What follows belongs to an exercise in optimizing a design on an open flow for small area, a short achievable clock period and few clock cycles per item; a production flow would make more cautious choices. Where RTL was checked, it was by simulation tests only, not by an equivalence proof against the original.

// huffman
module huffman(clk, reset, gray_valid, gray_data, CNT_valid, CNT1, CNT2, CNT3, CNT4, CNT5, CNT6,
    code_valid, HC1, HC2, HC3, HC4, HC5, HC6, M1, M2, M3, M4, M5, M6 );
input clk;
input reset;
input gray_valid;
input [7:0] gray_data;
output CNT_valid;
output [7:0] CNT1, CNT2, CNT3, CNT4, CNT5, CNT6;
output code_valid;
output [7:0] HC1, HC2, HC3, HC4, HC5, HC6;
output [7:0] M1, M2, M3, M4, M5, M6;
	reg [6:0] w [0:5];    
	reg [2:0] ptr [0:5];  
	reg [4:0] hc [0:5];
	reg [4:0] mk [0:5];   
	reg started;          
	reg act;              
	reg ph;               
	reg [4:1] fm;         
	assign CNT1 = {1'b0, w[5]};
	assign CNT2 = {1'b0, w[0]};
	assign CNT3 = {1'b0, w[1]};
	assign CNT4 = {1'b0, w[2]};
	assign CNT5 = {1'b0, w[3]};
	assign CNT6 = {1'b0, w[4]};
	assign HC1 = {3'b0, hc[0]};
	assign HC2 = {3'b0, hc[1]};
	assign HC3 = {3'b0, hc[2]};
	assign HC4 = {3'b0, hc[3]};
	assign HC5 = {3'b0, hc[4]};
	assign HC6 = {3'b0, hc[5]};
	assign M1 = {3'b0, mk[0][4:1], 1'b1};
	assign M2 = {3'b0, mk[1][4:1], 1'b1};
	assign M3 = {3'b0, mk[2][4:1], 1'b1};
	assign M4 = {3'b0, mk[3][4:1], 1'b1};
	assign M5 = {3'b0, mk[4][4:1], 1'b1};
	assign M6 = {3'b0, mk[5][4:1], 1'b1};
	wire detect = started && !gray_valid;
  ...
Settings: LEC_CHECK=0, CAP_MARGIN=20, CORE_MARGIN=2, CORE_UTILIZATION=65, CTS_BUF_LIST=sky130_fd_sc_hd__clkbuf_4 sky130_fd_sc_hd__clkbuf_8, PLACE_DENSITY=0.75, SETUP_SLACK_MARGIN=2.5, SLEW_MARGIN=20; clock period 5.0 ns.
standard.sh (not shown) runs the stock make flow with config.mk's settings and CLKGATE_MAP_FILE= SYNTH_SCRIPT=/design/flow/synth_recipe.tcl, a recipe that flattens the netlist after the stock synthesis.
==> flow/flow/run.sh <==
#!/bin/bash
# The standard layout, with plain buffers on the ports instead of the
# resizer's default pick (a slow delay cell).
set -euo pipefail
export BUFFER_PORTS_ARGS="-buffer_cell sky130_fd_sc_hd__buf_2"
bash standard.sh > standard.log 2>&1
Edit:
==> flow/flow/run.sh (replaced) <==
#!/bin/bash
# The standard layout, with plain buffers on the ports instead of the
# resizer's default pick (a slow delay cell), and a clock tree without the
# dummy balancing loads.
set -euo pipefail
export BUFFER_PORTS_ARGS="-buffer_cell sky130_fd_sc_hd__buf_2"
export CTS_ARGS="-sink_clustering_enable -repair_clock_nets -dont_use_dummy_load -buf_list {sky130_fd_sc_hd__clkbuf_4 sky130_fd_sc_hd__clkbuf_8}"
bash standard.sh > standard.log 2>&1
--- a/flow/config.mk
+++ b/flow/config.mk
@@ -9,5 +9,3 @@
 export CORE_MARGIN = 2
-export CORE_UTILIZATION = 65
-export CTS_BUF_LIST = sky130_fd_sc_hd__clkbuf_4 sky130_fd_sc_hd__clkbuf_8
-export PLACE_DENSITY = 0.75
+export CORE_UTILIZATION = 40
 export SETUP_SLACK_MARGIN = 2.5
What happened: Non-clock buffer count went up by 7; global-route usage went down by 12 points; count of clock-buffer cells in the layout went down by 1; hold slack gets worse by 0.0071 ns; synthesized cell count is unchanged; routed wire length went down by a few percent; sequential share of layout area went up by 0.19 points.
Function was not checked in any run of this note: the RTL went through the layout flow alone.

* * *

The RTL this note starts from:
==> flow/design.v <==
module huffman(clk, reset, gray_valid, gray_data, CNT_valid, CNT1, CNT2, CNT3, CNT4, CNT5, CNT6,
    code_valid, HC1, HC2, HC3, HC4, HC5, HC6, M1, M2, M3, M4, M5, M6 );
input clk;
input reset;
input gray_valid;
input [7:0] gray_data;
output reg CNT_valid;
output [7:0] CNT1, CNT2, CNT3, CNT4, CNT5, CNT6;
output reg code_valid;
output [7:0] HC1, HC2, HC3, HC4, HC5, HC6;
output [7:0] M1, M2, M3, M4, M5, M6;
	reg [6:0] w [0:5];    
	reg [2:0] ptr [0:5];  
	reg [4:0] hc [0:5];
	reg [4:0] mk [0:5];   
	reg started;          
	reg act;              
	reg ph;               
	reg [4:1] fm;         
	assign CNT1 = {1'b0, w[5]};
	assign CNT2 = {1'b0, w[0]};
	assign CNT3 = {1'b0, w[1]};
	assign CNT4 = {1'b0, w[2]};
	assign CNT5 = {1'b0, w[3]};
	assign CNT6 = {1'b0, w[4]};
	assign HC1 = {3'b0, hc[0]};
	assign HC2 = {3'b0, hc[1]};
	assign HC3 = {3'b0, hc[2]};
	assign HC4 = {3'b0, hc[3]};
	assign HC5 = {3'b0, hc[4]};
	assign HC6 = {3'b0, hc[5]};
	assign M1 = {3'b0, mk[0][4:1], 1'b1};
	assign M2 = {3'b0, mk[1][4:1], 1'b1};
	assign M3 = {3'b0, mk[2][4:1], 1'b1};
	assign M4 = {3'b0, mk[3][4:1], 1'b1};
	assign M5 = {3'b0, mk[4][4:1], 1'b1};
	assign M6 = {3'b0, mk[5][4:1], 1'b1};
	wire detect = started && !gray_valid;
	wire sum = act && ph;
	wire ins = act && !ph;
	wire last = sum && w[2][6] && w[2][5] && w[2][4];
	function lt;
		input [6:0] a, b;
		integer n;
		begin
			lt = 1'b0;
			for (n = 0; n < 7; n = n + 1) lt = (a[n] == b[n]) ? lt : b[n];
		end
	endfunction
	wire [6:0] N = w[0];
	wire [5:1] l;
	genvar k;
	generate for (k = 1; k < 6; k = k + 1) begin : cmp
		assign l[k] = lt(w[k], N);
	end endgenerate
	wire [6:0] c = {1'b0, l[5], l[4:1] | fm, 1'b1};
	wire [6:1] mv = {sum, {5{act}} & (c[5:1] | {5{ph}})};
	wire [2:0] q = {c[4], c[2] & !c[4], (c[1] & !c[2]) | (c[3] & !c[4]) | c[5]};
	wire [6:0] ap = w[0] ^ w[1], ag = w[0] & w[1];
	wire [6:0] cy;
	assign cy[0] = 1'b0;
	assign cy[1] = ag[0];
	assign cy[2] = ag[1] | (ap[1] & ag[0]);
	wire g32 = ag[3] | (ap[3] & ag[2]), p32 = ap[3] & ap[2];
	wire g54 = ag[5] | (ap[5] & ag[4]), p54 = ap[5] & ap[4];
	assign cy[3] = ag[2] | (ap[2] & cy[2]);
	assign cy[4] = g32 | (p32 & cy[2]);
	assign cy[5] = ag[4] | (ap[4] & cy[4]);
	assign cy[6] = g54 | (p54 & cy[4]);
	wire [6:0] ws = ap ^ cy;
	always @(posedge clk or posedge reset) begin
		if (reset) begin
			started <= 0;
			act <= 0;
			ph <= 0;
			fm <= 4'b1111;
			CNT_valid <= 0;
			code_valid <= 0;
		end else begin
			started <= gray_valid || (started && !detect);
			CNT_valid <= detect;
			act <= detect || (act && !last);
			ph <= ins && !fm[1];
			if (ins) fm <= {1'b0, fm[4:2]};
			if (last) code_valid <= 1;
		end
	end
	wire [2:0] g = gray_data[2:0];
	wire [5:0] en = {gray_valid && g == 3'd6, gray_valid && g == 3'd5, gray_valid && g == 3'd4,
	                 gray_valid && g == 3'd3, gray_valid && g == 3'd2, gray_valid && g == 3'd1};
	wire [2:0] slot [0:5];
	assign slot[0] = 3'd5; assign slot[1] = 3'd0; assign slot[2] = 3'd1;
	assign slot[3] = 3'd2; assign slot[4] = 3'd3; assign slot[5] = 3'd4;
	genvar j;
	generate for (j = 0; j < 6; j = j + 1) begin : ent
		localparam integer s = (j == 5) ? 0 : j + 1;
		wire [6:0] up = (j < 5) ? w[j + 1] : 7'h7f;
		wire [6:0] ones;    
		assign ones[0] = 1'b1;
		genvar n;
		for (n = 1; n < 7; n = n + 1) begin : pre
			assign ones[n] = &w[j][n - 1:0];
		end
		wire [6:0] inc = w[j] ^ (ones & {7{en[s]}});
		wire tu = (j == 0) ? ins && c[1] : mv[j + 1];
		wire tn = (j == 0) ? act && !tu : mv[j] && !mv[j + 1];
		wire [6:0] nv = (j == 0) ? (sum ? ws : N) : N;
		wire [6:0] d = ({7{tu}} & up) | ({7{tn}} & nv) | ({7{!tu && !tn}} & inc);
		always @(posedge clk or posedge reset) begin
			if (reset) w[j] <= 0;
			else w[j] <= d;
		end
	end endgenerate
	reg [5:1] cr;
	reg sr, ir;
	always @(posedge clk or posedge reset) begin
		if (reset) begin
			cr <= 0;
			sr <= 0;
			ir <= 0;
		end else begin
			cr <= c[5:1];
			sr <= sum;
			ir <= ins;
		end
	end
	wire [6:0] crx = {1'b0, cr, 1'b1};
	wire [2:0] qr = {cr[4], cr[2] & !cr[4], (cr[1] & !cr[2]) | (cr[3] & !cr[4]) | cr[5]};
	genvar i;
	generate for (i = 0; i < 6; i = i + 1) begin : sym
		wire [2:0] p = ptr[i];
		wire [2:0] pm1 = {p[2] & (p[1] | p[0]), p[1] ^ !p[0], !p[0]};  
		wire z = p == 3'd0;
		wire [2:0] pe = (sr || ir) ? (z ? (sr ? 3'd0 : qr) : ((sr || crx[p]) ? pm1 : p)) : p;
		wire a = sum && pe[2:1] == 2'd0;
		wire a0 = sum && pe == 3'd0;
		always @(posedge clk or posedge reset) begin
			if (reset) begin
				ptr[i] <= slot[i];
				hc[i] <= 0;
				mk[i] <= 0;
			end else begin
				ptr[i] <= pe;
				mk[i] <= mk[i] | ({5{a}} & {mk[i][3:0], 1'b1});
				hc[i] <= hc[i] | ({5{a0}} & {mk[i][3:0], 1'b1} & ~mk[i]);
			end
		end
	end endgenerate
endmodule
Settings: LEC_CHECK=0, CAP_MARGIN=20, CORE_MARGIN=2, CORE_UTILIZATION=40, CTS_BUF_LIST=sky130_fd_sc_hd__clkbuf_4 sky130_fd_sc_hd__clkbuf_8, CTS_CLUSTER_DIAMETER=60, CTS_CLUSTER_SIZE=30, SETUP_SLACK_MARGIN=2.5, SLEW_MARGIN=20; clock period 5.0 ns.
==> flow/flow/run.sh <==
#!/bin/bash
# The standard layout, with plain buffers on the ports instead of the
# resizer's default pick (a slow delay cell).
set -euo pipefail
export BUFFER_PORTS_ARGS="-buffer_cell sky130_fd_sc_hd__buf_2"
bash standard.sh > standard.log 2>&1
The first run completed without violations.
Testbench counts at the start, summed over its fixed seeds: cycles 11,136, items 96.
Then changed:
==> flow/flow/run.sh (replaced) <==
#!/bin/bash
# The standard layout, with plain buffers on the ports instead of the
# resizer's default pick (a slow delay cell), and a clock tree without the
# dummy balancing loads.
set -euo pipefail
export BUFFER_PORTS_ARGS="-buffer_cell sky130_fd_sc_hd__buf_2"
export CTS_ARGS="-sink_clustering_enable -repair_clock_nets -dont_use_dummy_load -buf_list {sky130_fd_sc_hd__clkbuf_4 sky130_fd_sc_hd__clkbuf_8}"
bash standard.sh > standard.log 2>&1
CTS_BUF_LIST = unset   (was sky130_fd_sc_hd__clkbuf_4 sky130_fd_sc_hd__clkbuf_8)
CTS_CLUSTER_DIAMETER = unset   (was 60)
CTS_CLUSTER_SIZE = unset   (was 30)
Effect: Core utilization goes down by 1.7 points. Synthesized cell count does not change. Die area is unchanged. Wire length goes down by 1.7%.
Then changed:
==> flow/flow/run.sh (replaced) <==
#!/bin/bash
# The standard layout, with plain buffers on the ports instead of the
# resizer's default pick (a slow delay cell).
set -euo pipefail
export BUFFER_PORTS_ARGS="-buffer_cell sky130_fd_sc_hd__buf_2"
bash standard.sh > standard.log 2>&1
SETUP_SLACK_MARGIN = 2.0   (was 2.5)
Outcome:
- The changed run finished with timing, DRC and antenna clean
- sequential cell count is unchanged
- utilization came out higher by 1.0 points
- synthesized area is unchanged
- maximum frequency went down by about 13%
- count of clock-buffer cells in the layout goes up by 1
- via count stays flat
Then changed:
SETUP_SLACK_MARGIN = 2.5   (was 2.0)
Non-clock buffer count went up by 22.
Core utilization is higher by 1.6 points.
Via count goes up by about 1.2%.
Final area grows by about 3.5%.
Register-to-register slack improves by 330 ps.

* * *

== run 1 ==
huffman, a different RTL version from the one above (not shown whole).
For scale: roughly 820 cells after synthesis, roughly 120 flip-flops.
export LEC_CHECK = 0
export CAP_MARGIN = 20
export CORE_MARGIN = 2
export CORE_UTILIZATION = 40
export SETUP_SLACK_MARGIN = 2.5
export SLEW_MARGIN = 20
create_clock -name core_clock -period 5.0 [get_ports {clk}]
==> flow/flow/run.sh <==
#!/bin/bash
# The standard layout, with plain buffers on the ports instead of the
# resizer's default pick (a slow delay cell), and a shallow clock tree of
# large clusters without dummy balancing loads.
set -euo pipefail
export BUFFER_PORTS_ARGS="-buffer_cell sky130_fd_sc_hd__buf_2"
export CTS_ARGS="-sink_clustering_enable -repair_clock_nets -dont_use_dummy_load -sink_clustering_size 30 -sink_clustering_max_diameter 150 -buf_list {sky130_fd_sc_hd__clkbuf_16}"
bash standard.sh > standard.log 2>&1
Testbench counts of run 1, summed over its fixed seeds: cycles 11,136, items 96.
Relative to run 1, the following input files were edited for run 2:
Settings: swapping 2.5 for 2.2 in SETUP_SLACK_MARGIN.
==> flow/flow/run.sh <==
#!/bin/bash
# The standard layout, with plain buffers on the ports instead of the
# resizer's default pick (a slow delay cell), and a clock tree without the
# dummy balancing loads.
set -euo pipefail
export BUFFER_PORTS_ARGS="-buffer_cell sky130_fd_sc_hd__buf_2"
export CTS_ARGS="-sink_clustering_enable -repair_clock_nets -dont_use_dummy_load -buf_list {sky130_fd_sc_hd__clkbuf_4 sky130_fd_sc_hd__clkbuf_8}"
bash standard.sh > standard.log 2>&1
[summary]
Relative to run 1, via count has gone down in run 2. [diff] maximum operating frequency, run 2 relative to run 1: regression. Comparing run 1 and run 2, the higher core utilization is on run 1. Between run 2 and run 1, it is run 2 whose area taken by flip-flops and latches is lower, by 0.63%. | clock period minus worst slack | run 2 vs run 1 | 230 ps higher |. Comparing run 2 against run 1, there is no change at all in xor/xnor share of the synthesized area. Run 2 has share of cell area taken by flip-flops and latches above what run 1 had. When run 2 is measured against run 1, its clock latency at the later pin of the worst-skew pair turns out 30 ps higher.
Setup changes, run 2 to run 3
Settings: SETUP_SLACK_MARGIN changed from 2.2 to 2.7.
[summary]
Diff run 2 -> run 3 | design area | up by more than 10%
Looking at number of cells on the critical path across run 2 and run 3, the one that comes out higher is run 3.
NOTE: area growth from synthesis to final layout in run 3 exceeds that of run 2
Register fraction of the total cell area: run 3 vs run 2 down 3.7 points
NOTE: final wirelength in run 3 exceeds that of run 2
Worst slack at placement: run 3 vs run 2 up 320 ps
[compare] base=run 2 new=run 3: met1 track utilization from global routing shows an increase of 4.3 points.
Here is what was changed in the inputs of run 4 compared with run 3.
Settings: changing SETUP_SLACK_MARGIN from 2.7 to 2.5.
[summary]
- Relative to run 3, pin slew with the least headroom to its limit increased by 230 ps in run 4.
- Time the final worst path needs with I/O delays and setup delta (run 4 − run 3): unfavourable
- Run 3 → run 4: worst hold slack essentially unchanged; wire length reported by the detailed router decreased about 8%.
- Looking at the reports, run 4 completed the entire flow and the layout it produced met the timing, DRC and antenna checks.

* * *

Setup of P:
huffman, a different RTL version from the one above (not shown whole).
For scale: roughly 850 cells after synthesis, roughly 130 flip-flops, about 8000 sq um of cells after synthesis.
==> flow/config.mk <==
export PLATFORM = sky130hd
export DESIGN_NAME = huffman
export DESIGN_NICKNAME = huffman
export VERILOG_FILES = /design/flow/design.v
export SDC_FILE = /design/flow/constraint.sdc
export NUM_CORES = 4
export LEC_CHECK = 0
export CAP_MARGIN = 0
export CORE_MARGIN = 2
export CORE_UTILIZATION = 40
export SETUP_SLACK_MARGIN = 2.6
export SLEW_MARGIN = 0
==> flow/constraint.sdc <==
create_clock -name core_clock -period 5.0 [get_ports {clk}]
set_input_delay 1.0000 -clock core_clock [delete_from_list [all_inputs] [get_ports {clk}]]
set_output_delay 1.0000 -clock core_clock [all_outputs]
set_load 0.01 [all_outputs]
==> flow/flow/run.sh <==
#!/bin/bash
# The standard layout, with plain buffers on the ports instead of the
# resizer's default pick (a slow delay cell), a clock tree without the
# dummy balancing loads, and synthesis's single tie cells kept.
set -euo pipefail
export BUFFER_PORTS_ARGS="-buffer_cell sky130_fd_sc_hd__buf_1"
export CTS_ARGS="-sink_clustering_enable -repair_clock_nets -dont_use_dummy_load -buf_list {sky130_fd_sc_hd__clkbuf_4 sky130_fd_sc_hd__clkbuf_8}"
export SKIP_REPAIR_TIE_FANOUT=1
bash standard.sh > standard.log 2>&1
Input-level comparison between Q and P:
# P
export LEC_CHECK = 0
export CAP_MARGIN = 0
export CORE_MARGIN = 2
export CORE_UTILIZATION = 40
export SETUP_SLACK_MARGIN = 2.6
export SLEW_MARGIN = 0
create_clock -name core_clock -period 5.0 [get_ports {clk}]
# Q
export LEC_CHECK = 0
export CAP_MARGIN = 20
export CELL_PAD_IN_SITES_DETAIL_PLACEMENT = 0
export CELL_PAD_IN_SITES_GLOBAL_PLACEMENT = 0
export CORE_MARGIN = 2
export CORE_UTILIZATION = 40
export SETUP_SLACK_MARGIN = 2.6
export SLEW_MARGIN = 20
create_clock -name core_clock -period 5.0 [get_ports {clk}]
==> comparison <==
Re count of final setup violators: no difference whatsoever between P and Q.
Re unique cell type count in the Yosys netlist: no difference whatsoever between Q and P.
Comparing Q against P, there is no change at all in layout sequential cell count.
[inputs] R vs Q
# Q
export LEC_CHECK = 0
export CAP_MARGIN = 20
export CELL_PAD_IN_SITES_DETAIL_PLACEMENT = 0
export CELL_PAD_IN_SITES_GLOBAL_PLACEMENT = 0
export CORE_MARGIN = 2
export CORE_UTILIZATION = 40
export SETUP_SLACK_MARGIN = 2.6
export SLEW_MARGIN = 20
create_clock -name core_clock -period 5.0 [get_ports {clk}]
# R
export LEC_CHECK = 0
export CAP_MARGIN = 20
export CORE_MARGIN = 2
export CORE_UTILIZATION = 40
export GPL_ROUTABILITY_DRIVEN = 0
export SETUP_SLACK_MARGIN = 2.6
export SLEW_MARGIN = 20
create_clock -name core_clock -period 5.0 [get_ports {clk}]
==> summary.txt <==
- R: full flow OK, the timing, DRC and antenna checks passed
- Compared with Q, in R count of final setup violators saw little to no change, clock skew roughly the same.
- Comparing R against Q, there is no change at all in via count.
- There was hardly any difference in count of standard-cell rows between R and Q.
- Compared with Q, in R count of flip-flops with a built-in enable after synthesis neither gained nor lost much.
- Re proportion of synthesized area in mux cells: no difference whatsoever between R and Q.
- Re synthesis-to-finish area growth: no difference whatsoever between Q and R.
- Global routing met3 resource utilization came out exactly the same in Q and R.
No run of this note included a check of the RTL's function; only the layout flow was run.

[static timing again, ports no longer ideal]
The flow's constraints put no driver on any port. The routed layouts listed below were extracted and timed again, unchanged, in two steps. Step 1 sets driving cells, clkbuf_16 on the clock port and buf_2 on the other inputs (assumed; they add their load-dependent delay and slew). Step 2 also shifts input and output timing later by t, the mid clock arrival at the registers, as if the neighbouring blocks saw the same clock. a / b / c = ideal / step 1 / step 2; a / b = the first two.
| run | t (ns) | setup slack, ns | cell pins on the clock port's net |
|---|---|---|---|
| the first run of note 1 | 0.496 | 2.335 / 2.335 / 2.002 | 1 |
| the second run of note 1 | 0.477 | 2.480 / 2.480 / 2.070 | 1 |
| the first run of note 2 | 0.497 | 2.500 / 2.500 / 2.146 | 1 |
| the second run of note 2 | 0.487 | 2.530 / 2.530 / 2.133 | 1 |
| the third run of note 2 | 0.472 | 2.152 / 2.152 / 1.965 | 1 |
| the fourth run of note 2 | 0.470 | 2.484 / 2.484 / 2.122 | 1 |
| run 1 | 0.448 | 2.526 / 2.526 / 2.098 | 1 |
| run 2 | 0.465 | 2.291 / 2.255 / 2.086 | 1 |
| run 3 | 0.465 | 2.734 / 2.702 / 2.313 | 1 |
| run 4 | 0.471 | 2.560 / 2.525 / 2.229 | 1 |
| P | 0.468 | 2.668 / 2.631 / 2.309 | 1 |
| Q | 0.468 | 2.668 / 2.631 / 2.309 | 1 |
| R | 0.468 | 2.668 / 2.631 / 2.309 | 1 |
After both steps setup and hold are still met in every run listed. The setup slack of run 1, which loses most, moves by 0.000 ns with the drivers and by -0.428 ns with both steps.
